From an optimization exercise on the open Yosys and OpenROAD flow, aimed at small area, a short achievable clock period and few clock cycles per item; shortcuts taken in it are not production practice.
In this exercise RTL edits were held to simulation tests only and were not proved equivalent to the original.
Power is estimated from default activity; no workload was simulated.

==> flow/design.v <==
`timescale 1ns / 1ps
module sbox(x0,x1,x2,x3,y0,y1,y2,y3);
	input x0,x1,x2,x3;
	output y0,y1,y2,y3;
	wire t2 = (x1 & x3) ^ x2;
	wire t3 = (x0 & t2) ^ x3;
	assign y0 = ~((x0 & t3) ^ x1);
	assign y1 = (y0 & t2) ^ x0;
	assign y2 = t2;
	assign y3 = t3;
endmodule
`timescale 1ns / 1ps
module m(input [0:15] b, output [0:15] c);
	assign c[0]  = b[0]^b[3]^b[7]^b[8]^b[12]^b[15];
	assign c[1]  = b[0]^b[1]^b[4]^b[9]^b[12]^b[13];
	assign c[2]  = b[1]^b[2]^b[5]^b[10]^b[13]^b[14];
	assign c[3]  = b[2]^b[6]^b[7]^b[11]^b[14];
	assign c[4]  = b[0]^b[1]^b[5]^b[11]^b[15];
	assign c[5]  = b[1]^b[2]^b[6]^b[8]^b[12];
	assign c[6]  = b[0]^b[2]^b[3]^b[4]^b[7]^b[9]^b[13];
	assign c[7]  = b[0]^b[3]^b[4]^b[10]^b[11]^b[14]^b[15];
	assign c[8]  = b[1]^b[4]^b[5]^b[8]^b[11]^b[15];
	assign c[9]  = b[2]^b[5]^b[6]^b[8]^b[9]^b[12];
	assign c[10] = b[0]^b[3]^b[4]^b[6]^b[7]^b[9]^b[10]^b[13];
	assign c[11] = b[0]^b[4]^b[7]^b[10]^b[14]^b[15];
	assign c[12] = b[3]^b[7]^b[8]^b[11]^b[12];
	assign c[13] = b[0]^b[4]^b[8]^b[9]^b[13];
	assign c[14] = b[1]^b[5]^b[9]^b[10]^b[14];
	assign c[15] = b[2]^b[3]^b[6]^b[7]^b[10]^b[15];
endmodule
`timescale 1ns / 1ps
module future_enc(
	input clk,
	input rst,
	input start,
	input [0:63] pt,
	input [0:63] key0,
	input [0:63] key1,
	input [0:63] rc,
	output [0:63] ct,
	output busy,
	output done
	);
	reg busy_r, done_r;
	reg [3:0] cnt;
	reg rcon;          
	wire ksel = cnt[0];    
	reg [0:63] Y, K0, K1, R;
	wire load = start & ~busy_r;
	wire last = (cnt == 4'd9);
	function [0:63] srow(input [0:63] x);
		srow = {x[0:3],   x[52:55], x[40:43], x[28:31],
		        x[16:19], x[4:7],   x[56:59], x[44:47],
		        x[32:35], x[20:23], x[8:11],  x[60:63],
		        x[48:51], x[36:39], x[24:27], x[12:15]};
	endfunction
	wire [0:63] k0r = {K0[0:15], K0[21:63], K0[0:4]};
	wire [0:63] kn = ksel ? k0r : K1;
	wire [0:63] rkn = kn ^ (R & {64{rcon}});
	wire [0:63] mx, sin, sy;
	genvar i;
	generate
		for (i = 0; i < 4; i = i + 1) begin : g_m
			m mc(.b(Y[16*i +: 16]), .c(mx[16*i +: 16]));
		end
	endgenerate
	assign sin = busy_r ? (srow(mx) ^ rkn) : (pt ^ key0);
	generate
		for (i = 0; i < 16; i = i + 1) begin : g_sb
			sbox sb(.x0(sin[4*i]),.x1(sin[4*i+1]),.x2(sin[4*i+2]),.x3(sin[4*i+3]),
				.y0(sy[4*i]),.y1(sy[4*i+1]),.y2(sy[4*i+2]),.y3(sy[4*i+3]));
		end
	endgenerate
	assign ct = srow(Y);
	always @(posedge clk) begin
		if (rst) begin
			busy_r <= 1'b0;
			done_r <= 1'b0;
		end else if (load) begin
			busy_r <= 1'b1;
			done_r <= 1'b0;
		end else if (busy_r & last) begin
			busy_r <= 1'b0;
			done_r <= 1'b1;
		end
	end
	always @(posedge clk) begin
		if (busy_r | start) Y <= sy;
		if (busy_r) begin
			cnt <= cnt + 4'd1;
			rcon <= (cnt != 4'd3) & (cnt != 4'd8);
			if (ksel) K0 <= {K0[5:63], K0[0:4]};
		end else begin
			cnt <= 4'd0;
			rcon <= 1'b1;
			if (start) K0 <= key0;
			K1 <= key1;
			R <= rc;
		end
	end
	assign busy = busy_r;
	assign done = done_r;
endmodule
==> flow/config.mk <==
export PLATFORM = sky130hd
export DESIGN_NAME = future_enc
export DESIGN_NICKNAME = future_enc
export VERILOG_FILES = /design/flow/design.v
export SDC_FILE = /design/flow/constraint.sdc
export NUM_CORES = 4
export LEC_CHECK = 0
export CAP_MARGIN = 20
export CORE_MARGIN = 2
export CORE_UTILIZATION = 50
export CTS_CLUSTER_DIAMETER = 150
export CTS_CLUSTER_SIZE = 24
export SETUP_SLACK_MARGIN = 1.4
export SLEW_MARGIN = 20
==> flow/constraint.sdc <==
create_clock -name core_clock -period 4.0 [get_ports {clk}]
set_input_delay 0.8000 -clock core_clock [delete_from_list [all_inputs] [get_ports {clk}]]
set_output_delay 0.8000 -clock core_clock [all_outputs]
set_load 0.01 [all_outputs]
standard.sh (not shown) runs the stock make flow with config.mk's settings and CLKGATE_MAP_FILE= SYNTH_SCRIPT=/design/flow/synth_recipe.tcl, a recipe that flattens the netlist after the stock synthesis.
==> flow/flow/run.sh <==
#!/bin/bash
# Standard ORFS layout (the standard.sh, standard synthesis unchanged), with the
# port buffers that buffer_ports inserts made the smallest buffer instead of
# the default choice.
set -euo pipefail
bash standard.sh BUFFER_PORTS_ARGS="-buffer_cell sky130_fd_sc_hd__buf_1" finish > standard.log 2>&1
The first run went through all stages and came out clean.
Testbench counts at the start, summed over its fixed seeds: cycles 1,408, items 128.
Then changed:
CORE_UTILIZATION = 60   (was 50)
SETUP_SLACK_MARGIN = 1.3   (was 1.4)
After rerunning: The changed run ran to the end with no violations. Wire length is lower by 8.2%. Die area goes down by 16%. Core utilization increases by 9.3 points. Synthesized area stays the same. Via count went down by 1.3%. Clock-buffer cell count went down by 1. Critical path depth drops by 1. Setup slack got worse by 0.098 ns. Cell count falls by 6.1%. Worst hold slack improved by 0.0091 ns.
Then changed:
--- a/flow/flow/run.sh
+++ b/flow/flow/run.sh
@@ -6 +6 @@
-bash standard.sh BUFFER_PORTS_ARGS="-buffer_cell sky130_fd_sc_hd__buf_1" finish > standard.log 2>&1
+bash standard.sh BUFFER_PORTS_ARGS="-buffer_cell sky130_fd_sc_hd__buf_1" SKIP_CTS_REPAIR_TIMING=1 finish > standard.log 2>&1
CORE_UTILIZATION = 65   (was 60)
Result: Synthesized cell count does not change. Core utilization goes up by 6.0 points. Total power goes up by 0.55%. Clock skew goes down by 0.0035 ns. Clock power stays flat. Global-route usage goes up by 2.1 points. Routed wire length goes up by 0.87%. Via count goes up by 1.8%. Area after synthesis stays the same.
Then changed:
--- a/flow/flow/run.sh
+++ b/flow/flow/run.sh
@@ -6 +6 @@
-bash standard.sh BUFFER_PORTS_ARGS="-buffer_cell sky130_fd_sc_hd__buf_1" SKIP_CTS_REPAIR_TIMING=1 finish > standard.log 2>&1
+bash standard.sh BUFFER_PORTS_ARGS="-buffer_cell sky130_fd_sc_hd__buf_1" finish > standard.log 2>&1
CORE_UTILIZATION = 60   (was 65)
SETUP_SLACK_MARGIN = 1.35   (was 1.3)
TNS_END_PERCENT = 10   (was unset)
Outcome: Via count went down by about 2.2%; wire length fell by about 0.8%; sequential cell count stays the same; final cell count decreases by about 0.5%; worst setup slack stays flat; synthesized area stays the same.
Then changed:
SETUP_SLACK_MARGIN = 1.2   (was 1.35)
TNS_END_PERCENT = unset   (was 10)
After rerunning: Worst setup slack got worse by 0.13 ns. Die area is unchanged. Design area shrinks slightly. Routed wire length shrinks slightly. Global-route usage shrinks by 0.28 points. Clock power barely changes. Sequential share of layout area grows by 0.60 points. Non-clock buffer count shrinks by 22.

==> re-timing with driven ports <==
Ports are ideal in the flow. The routed layouts listed here were re-timed in OpenROAD.
Step 1 sets driving cells, clkbuf_16 on the clock port and buf_2 on the other inputs (assumed; they add their load-dependent delay and slew).
Step 2 times the ports against the registers' clock, not the clock port: input delays grow and output delays shrink by t, the midpoint of the rising clock arrivals with the driver on.
Slacks: ideal ports / drivers / drivers and shift; pairs: ideal ports / drivers.
run | t (ns) | setup WS [ns] | worst hold slack (ns) | worst setup path after step 2 | worst slew at a driven data input, ns
the first run | 0.551 | 1.383 / 1.383 / 1.335 | 0.452 / 0.425 / 0.500 | input to register | 0.08
the second run | 0.544 | 1.285 / 1.285 / 1.285 | 0.461 / 0.432 / 0.494 | register to register | 0.05
the third run | 0.555 | 1.306 / 1.306 / 1.306 | 0.447 / 0.423 / 0.515 | register to register | 0.05
the fourth run | 0.540 | 1.308 / 1.306 / 1.193 | 0.463 / 0.438 / 0.494 | input to register | 0.04
the fifth run | 0.546 | 1.181 / 1.181 / 1.181 | 0.454 / 0.427 / 0.500 | register to register | 0.04
After both steps every run listed still meets setup and hold. For the fourth run, which loses most, drivers alone change the setup slack by -0.002 ns; drivers and shift together by -0.115 ns.
